Context: an optimization exercise on an open-source flow, tuned for small area. The choices shown serve that exercise and are no tape-out recipe.
Only simulation tests tie the RTL to the original design; equivalence was not proved.
The clock port is modelled as an ideal driver, which makes a skipped or thinned clock tree look cheaper than it is; a real chip needs a root buffer or a tree.
No activity file was given, so power comes from the tool's default toggle rates.

==> module color_core, before the edit <==
module color_core(
    input clk, rst, sensor_out, wrap,
    output reg s2, s3,
    output reg [1:0] color,
    output led_r, led_g, led_b
);
    reg sd1, sd2;
    wire edge_ = sd1 & ~sd2;
    reg [10:0] x, m;
    reg [9:0] s;
    reg [1:0] who;     
    reg on;
    always @(posedge clk) begin
        if (rst) sd1 <= 1'b0;
        else sd1 <= sensor_out;
    end
    always @(posedge clk) sd2 <= sd1;
    wire red_ch = ~s3, blue_ch = ~s2 & s3, green_ch = s2;
    wire sfull = (s == 10'd712);               
    always @(posedge clk) begin
        if (rst | wrap) x <= 11'd0;
        else if (edge_) x <= {x[9:0], ~(x[10] ^ x[8])};
    end
    reg pf;
    wire eq = x == m;
    always @(posedge clk) begin
        if (rst | (wrap & ~blue_ch)) pf <= 1'b0;
        else if (wrap) pf <= ~sfull;
        else if (edge_ & eq & ~green_ch) pf <= 1'b1;
    end
    always @(posedge clk) begin
        if (rst | (wrap & blue_ch)) s <= 10'd0;
        else if (edge_ & ~wrap & ~sfull) s <= {s[8:0], ~(s[9] ^ s[6])};
    end
    always @(posedge clk) begin
        if (rst) begin s2 <= 1'b0; s3 <= 1'b0; end
        else if (wrap) begin s2 <= ~s2 & s3; s3 <= ~s2; end
    end
    wire gt = pf;   
    always @(posedge clk) begin
        if (rst) m <= 11'd0;
        else if (wrap & (green_ch | (red_ch & gt))) m <= x;
    end
    always @(posedge clk) begin
        if (wrap & red_ch) who <= {~gt & ~eq, gt};
        else if (wrap & blue_ch) begin
            if (gt) who <= 2'b11;
            else if (eq) who <= 2'b00;
        end
    end
    always @(posedge clk) begin
        if (rst) begin color <= 2'd0; on <= 1'b0; end
        else if (wrap & green_ch) begin
            if (pf) on <= 1'b0;
            else if (who != 2'd0) begin color <= who; on <= 1'b1; end
        end
    end
    assign led_r = on & ~color[1] & color[0];
    assign led_g = on & color[1] & ~color[0];
    assign led_b = on & color[1] & color[0];
endmodule
export LEC_CHECK = 0
export CAP_MARGIN = 20
export CORE_MARGIN = 2
export CORE_UTILIZATION = 65
export SLEW_MARGIN = 20
create_clock -name core_clock -period 8.0 [get_ports {clk}]
standard.sh (not shown) runs the stock make flow with config.mk's settings and CLKGATE_MAP_FILE= SYNTH_SCRIPT=/design/flow/synth_recipe.tcl, a recipe that flattens the netlist after the stock synthesis.
==> flow/flow/run.sh <==
#!/bin/bash
# Own flow: the standard flow (standard.sh), with
#  - the combinational logic mapped for area (flow/my_synth.tcl); the registers
#    are checked to be the standard synthesis's, else the standard netlist is kept,
#  - port buffers of the smallest buffer cell,
#  - a flat clock tree of a few clock buffers (flow/cts_hook.tcl).
# Each tool's output goes to a log file of its own in this folder.
set -euo pipefail
W=$(pwd)
R=$W/orfs/results/$FLOW_PLATFORM/sorting_system/base

# 1. standard synthesis: the reference for the registers
bash standard.sh synth > $W/std_synth.log 2>&1
cp $R/1_2_yosys.v $W/std_1_2_yosys.v

# 2. the same synthesis mapped for area, in its own work home
sed -e "s#SYNTH_SCRIPT=[^ ]*#SYNTH_SCRIPT=$W/flow/my_synth.tcl#" \
    -e "s#WORK_HOME=[^ ]*#WORK_HOME=$W/orfs_area#" standard.sh > $W/area_synth.sh
if MY_ABC_SCRIPT=$W/flow/my.abc FLOW_SYNTH_TCL=$W/synth_recipe.tcl \
   bash $W/area_synth.sh synth > $W/area_synth.log 2>&1; then
  A=$W/orfs_area/results/$FLOW_PLATFORM/sorting_system/base/1_2_yosys.v
  if python3 $W/flow/regs.py $W/std_1_2_yosys.v $A > $W/regs_check.log 2>&1; then
    cp $A $R/1_2_yosys.v
    echo "using the area synthesis" >> $W/regs_check.log
  fi
fi

# 3. the rest of the standard flow
MY_CLK_GROUPS=${MY_CLK_GROUPS:-3} MY_CLK_BUF=${MY_CLK_BUF:-sky130_fd_sc_hd__buf_12} \
MY_CLK_ROOT=${MY_CLK_ROOT-} \
bash standard.sh \
  "BUFFER_PORTS_ARGS=-buffer_cell sky130_fd_sc_hd__buf_1" \
  "PRE_CTS_TCL=$W/flow/cts_hook.tcl" \
  finish > $W/finish.log 2>&1
Other scripts of this flow, unchanged in this note and not shown: flow/flow/cts_hook.tcl, flow/flow/my.abc, flow/flow/my_synth.tcl, flow/flow/regs.py
Then changed:
--- a/flow/design.v
+++ b/flow/design.v
@@ -60,55 +60,56 @@
 );
     reg sd1, sd2;
     wire edge_ = sd1 & ~sd2;
     reg [10:0] x, m;
     reg [9:0] s;
     reg [1:0] who;     
+    reg off;           
     reg on;
     always @(posedge clk) begin
         if (rst) sd1 <= 1'b0;
         else sd1 <= sensor_out;
     end
     always @(posedge clk) sd2 <= sd1;
     wire red_ch = ~s3, blue_ch = ~s2 & s3, green_ch = s2;
     wire sfull = (s == 10'd712);               
     always @(posedge clk) begin
         if (rst | wrap) x <= 11'd0;
         else if (edge_) x <= {x[9:0], ~(x[10] ^ x[8])};
     end
-    reg pf;
+    reg p;
     wire eq = x == m;
     always @(posedge clk) begin
-        if (rst | (wrap & ~blue_ch)) pf <= 1'b0;
-        else if (wrap) pf <= ~sfull;
-        else if (edge_ & eq & ~green_ch) pf <= 1'b1;
+        if (rst | wrap) p <= 1'b0;
+        else if (edge_ & eq) p <= 1'b1;
     end
     always @(posedge clk) begin
         if (rst | (wrap & blue_ch)) s <= 10'd0;
         else if (edge_ & ~wrap & ~sfull) s <= {s[8:0], ~(s[9] ^ s[6])};
     end
     always @(posedge clk) begin
         if (rst) begin s2 <= 1'b0; s3 <= 1'b0; end
         else if (wrap) begin s2 <= ~s2 & s3; s3 <= ~s2; end
     end
-    wire gt = pf;   
+    wire gt = p;    
     always @(posedge clk) begin
         if (rst) m <= 11'd0;
         else if (wrap & (green_ch | (red_ch & gt))) m <= x;
     end
     always @(posedge clk) begin
         if (wrap & red_ch) who <= {~gt & ~eq, gt};
         else if (wrap & blue_ch) begin
             if (gt) who <= 2'b11;
             else if (eq) who <= 2'b00;
         end
     end
+    always @(posedge clk) if (wrap & blue_ch) off <= ~sfull;
     always @(posedge clk) begin
         if (rst) begin color <= 2'd0; on <= 1'b0; end
         else if (wrap & green_ch) begin
-            if (pf) on <= 1'b0;
+            if (off) on <= 1'b0;
             else if (who != 2'd0) begin color <= who; on <= 1'b1; end
         end
     end
     assign led_r = on & ~color[1] & color[0];
     assign led_g = on & color[1] & ~color[0];
     assign led_b = on & color[1] & color[0];
The new run completed without violations. Synthesized cell count is unchanged. Design area rose by 0.37%. Maximum frequency rose by 19%. Total power rose by about 0.9%. Via count fell by 1.8%. Cell count is about the same. Critical path depth stays the same. Area after synthesis rose by about 0.32%. Register-to-register slack hardly moves. Clock skew fell by 0.0031 ns.
In every run of this note, the design's own scripts or RTL, not TritonCTS, make the clock network.

---

Another version of the RTL of sorting_system (not shown whole).
For scale: roughly 400 cells after synthesis, about 16 I/O pins.
==> module color_core, before the edit <==
module color_core(
    input clk, rst, sensor_out, wrap,
    output reg s2, s3,
    output reg [1:0] color,
    output led_r, led_g, led_b
);
    reg sd1, sd2;
    wire edge_ = sd1 & ~sd2;
    reg [10:0] x, m;
    reg [9:0] s;
    reg [1:0] who;     
    reg off;           
    reg on;
    always @(posedge clk) begin
        if (rst) sd1 <= 1'b0;
        else sd1 <= sensor_out;
    end
    always @(posedge clk) sd2 <= sd1;
    wire red_ch = ~s3, blue_ch = ~s2 & s3, green_ch = s2;
    wire sfull = (s == 10'd712);               
    always @(posedge clk) begin
        if (rst | wrap) x <= 11'd0;
        else if (edge_) x <= x + 11'd1;
    end
    always @(posedge clk) begin
        if (rst | (wrap & blue_ch)) s <= 10'd0;
        else if (edge_ & ~wrap & ~sfull) s <= {s[8:0], ~(s[9] ^ s[6])};
    end
    always @(posedge clk) begin
        if (rst) begin s2 <= 1'b0; s3 <= 1'b0; end
        else if (wrap) begin s2 <= ~s2 & s3; s3 <= ~s2; end
    end
    wire gt = x > m;
    wire eq = x == m;
    always @(posedge clk) begin
        if (rst) m <= 11'd0;
        else if (wrap & (green_ch | (red_ch & gt))) m <= x;
    end
    always @(posedge clk) begin
        if (wrap & red_ch) who <= {~gt & ~eq, gt};
        else if (wrap & blue_ch) begin
            if (gt) who <= 2'b11;
            else if (eq) who <= 2'b00;
        end
    end
    always @(posedge clk) if (wrap & blue_ch) off <= ~sfull;
    always @(posedge clk) begin
        if (rst) begin color <= 2'd0; on <= 1'b0; end
        else if (wrap & green_ch) begin
            if (off) on <= 1'b0;
            else if (who != 2'd0) begin color <= who; on <= 1'b1; end
        end
    end
    assign led_r = on & ~color[1] & color[0];
    assign led_g = on & color[1] & ~color[0];
    assign led_b = on & color[1] & color[0];
endmodule
==> module servo, before the edit <==
module servo #(
    parameter W = 16,
    parameter WAIT_END = 50002
)(
    input clk, rst, btn, trig,
    input [6:0] q7,
    input below, q2, eq146,
    output reg pwm
);
    localparam IDLE=2'b00, WAIT=2'b01, MH=2'b11, RET=2'b10;
    reg [1:0] st;
    reg [W-1:0] t;
    wire wait_end = (t & WAIT_END) == WAIT_END;
    wire hold_end = (t[14:0] & 15'd30122) == 15'd30122;
    wire ret_end  = &t[6:0];                                               
    wire idle = (st == IDLE);
    wire [W-1:0] t_inc = idle ? {{(W-1){1'b0}}, btn} : t + 1'b1;
    wire to_mh   = (st == WAIT) & wait_end;
    wire to_zero = rst | ((st == RET) & ret_end);
    always @(posedge clk) begin
        if (to_zero) t <= 0;
        else if (to_mh) t <= 38;
        else t <= t_inc;
    end
    always @(posedge clk) begin
        if (rst) begin
            st <= IDLE; pwm <= 1'b0;
        end else begin
            case (st)
                MH:  pwm <= below | (pwm & ~eq146);
                RET: pwm <= below | (q2 & (q7 < ~t[6:0]));
                default: pwm <= below;
            endcase
            case (st)
                IDLE: if (btn | trig) st <= WAIT;
                WAIT: if (wait_end) st <= MH;
                MH:   if (hold_end) st <= RET;
                default: if (ret_end) st <= trig ? WAIT : IDLE;
            endcase
        end
    end
endmodule
export LEC_CHECK = 0
export CAP_MARGIN = 20
export CORE_MARGIN = 2
export CORE_UTILIZATION = 65
export SLEW_MARGIN = 20
create_clock -name core_clock -period 8.0 [get_ports {clk}]
==> flow/flow/run.sh <==
#!/bin/bash
# Own flow: the standard flow (standard.sh), with
#  - the combinational logic mapped for area (flow/my_synth.tcl); the registers
#    are checked to be the standard synthesis's, else the standard netlist is kept,
#  - port buffers of the smallest buffer cell,
#  - a flat clock tree of a few clock buffers (flow/cts_hook.tcl).
# Each tool's output goes to a log file of its own in this folder.
set -euo pipefail
W=$(pwd)
R=$W/orfs/results/$FLOW_PLATFORM/sorting_system/base

# 1. standard synthesis: the reference for the registers
bash standard.sh synth > $W/std_synth.log 2>&1
cp $R/1_2_yosys.v $W/std_1_2_yosys.v

# 2. the same synthesis mapped for area, in its own work home
sed -e "s#SYNTH_SCRIPT=[^ ]*#SYNTH_SCRIPT=$W/flow/my_synth.tcl#" \
    -e "s#WORK_HOME=[^ ]*#WORK_HOME=$W/orfs_area#" standard.sh > $W/area_synth.sh
if MY_ABC_SCRIPT=$W/flow/my.abc FLOW_SYNTH_TCL=$W/synth_recipe.tcl \
   bash $W/area_synth.sh synth > $W/area_synth.log 2>&1; then
  A=$W/orfs_area/results/$FLOW_PLATFORM/sorting_system/base/1_2_yosys.v
  if python3 $W/flow/regs.py $W/std_1_2_yosys.v $A > $W/regs_check.log 2>&1; then
    cp $A $R/1_2_yosys.v
    echo "using the area synthesis" >> $W/regs_check.log
  fi
fi

# 3. the rest of the standard flow
MY_CLK_GROUPS=${MY_CLK_GROUPS:-5} MY_CLK_BUF=${MY_CLK_BUF:-sky130_fd_sc_hd__clkbuf_8} \
MY_CLK_ROOT=${MY_CLK_ROOT-sky130_fd_sc_hd__clkbuf_4} \
bash standard.sh \
  "BUFFER_PORTS_ARGS=-buffer_cell sky130_fd_sc_hd__buf_1" \
  "PRE_CTS_TCL=$W/flow/cts_hook.tcl" \
  finish > $W/finish.log 2>&1
Other scripts of this flow, unchanged in this note and not shown: flow/flow/cts_hook.tcl, flow/flow/my.abc, flow/flow/my_synth.tcl, flow/flow/regs.py
Next try:
--- a/flow/design.v
+++ b/flow/design.v
@@ -68,10 +68,9 @@
     reg on;
     always @(posedge clk) begin
-        if (rst) sd1 <= 1'b0;
-        else sd1 <= sensor_out;
+        if (rst) begin sd1 <= 1'b0; sd2 <= 1'b0; end
+        else begin sd1 <= sensor_out; sd2 <= sd1; end
     end
-    always @(posedge clk) sd2 <= sd1;
     wire red_ch = ~s3, blue_ch = ~s2 & s3, green_ch = s2;
-    wire sfull = (s == 10'd712);               
+    wire sfull = (s & 10'd1001) == 10'd1001;   
     always @(posedge clk) begin
         if (rst | wrap) x <= 11'd0;
@@ -80,5 +79,5 @@
     always @(posedge clk) begin
         if (rst | (wrap & blue_ch)) s <= 10'd0;
-        else if (edge_ & ~wrap & ~sfull) s <= {s[8:0], ~(s[9] ^ s[6])};
+        else if (edge_ & ~wrap & ~sfull) s <= s + 10'd1;
     end
     always @(posedge clk) begin
@@ -127,5 +126,5 @@
     wire ret_end  = &t[6:0];                                               
     wire idle = (st == IDLE);
-    wire [W-1:0] t_inc = idle ? {{(W-1){1'b0}}, btn} : t + 1'b1;
+    wire [W-1:0] t_inc = t + (idle ? {{(W-1){1'b0}}, btn} : {{(W-1){1'b0}}, 1'b1});
     wire to_mh   = (st == WAIT) & wait_end;
     wire to_zero = rst | ((st == RET) & ret_end);
What happened:
- The changed run produced a clean layout
- global-route usage increases by 0.48 points
- routed wire length increases by 1.6%
- clock power barely changes
- combinational power increases by 15%
- core utilization increases by 0.52 points
- total power increases by 0.83%
In every run of this note, the design's own scripts or RTL, not TritonCTS, make the clock network.

-- afterwards: timing with drivers on the ports --
In the flow no input, the clock included, has a driving cell. The finished layouts below were timed again as built, in two steps.
Step 1 sets driving cells, clkbuf_16 on the clock port and buf_2 on the other inputs (assumed; they add their load-dependent delay and slew).
Step 2 times the ports against the registers' clock, not the clock port: input delays grow and output delays shrink by t, the midpoint of the rising clock arrivals with the driver on.
Three values: no drivers, after step 1, after step 2; two values: the first two.
| run | t (ns) | slack for setup (ns) | worst setup path at the end | clock arrival spread, ns | cell pins on the clock port's net |
|---|---|---|---|---|---|
| the first run of note 1 | 0.207 | 4.120 / 4.162 / 3.955 | input to register | 0.009 / 0.009 | 3 |
| the second run of note 1 | 0.205 | 4.738 / 4.778 / 4.573 | input to register | 0.005 / 0.006 | 3 |
| the first run of note 2 | 0.426 | 4.488 / 4.487 / 4.061 | input to register | 0.004 / 0.005 | 1 |
| the second run of note 2 | 0.432 | 4.006 / 4.012 / 3.580 | input to register | 0.008 / 0.008 | 1 |
After both steps setup and hold are still met in every run listed. For the first run of note 2, which loses most, drivers alone change the setup slack by -0.001 ns; drivers and shift together by -0.427 ns.
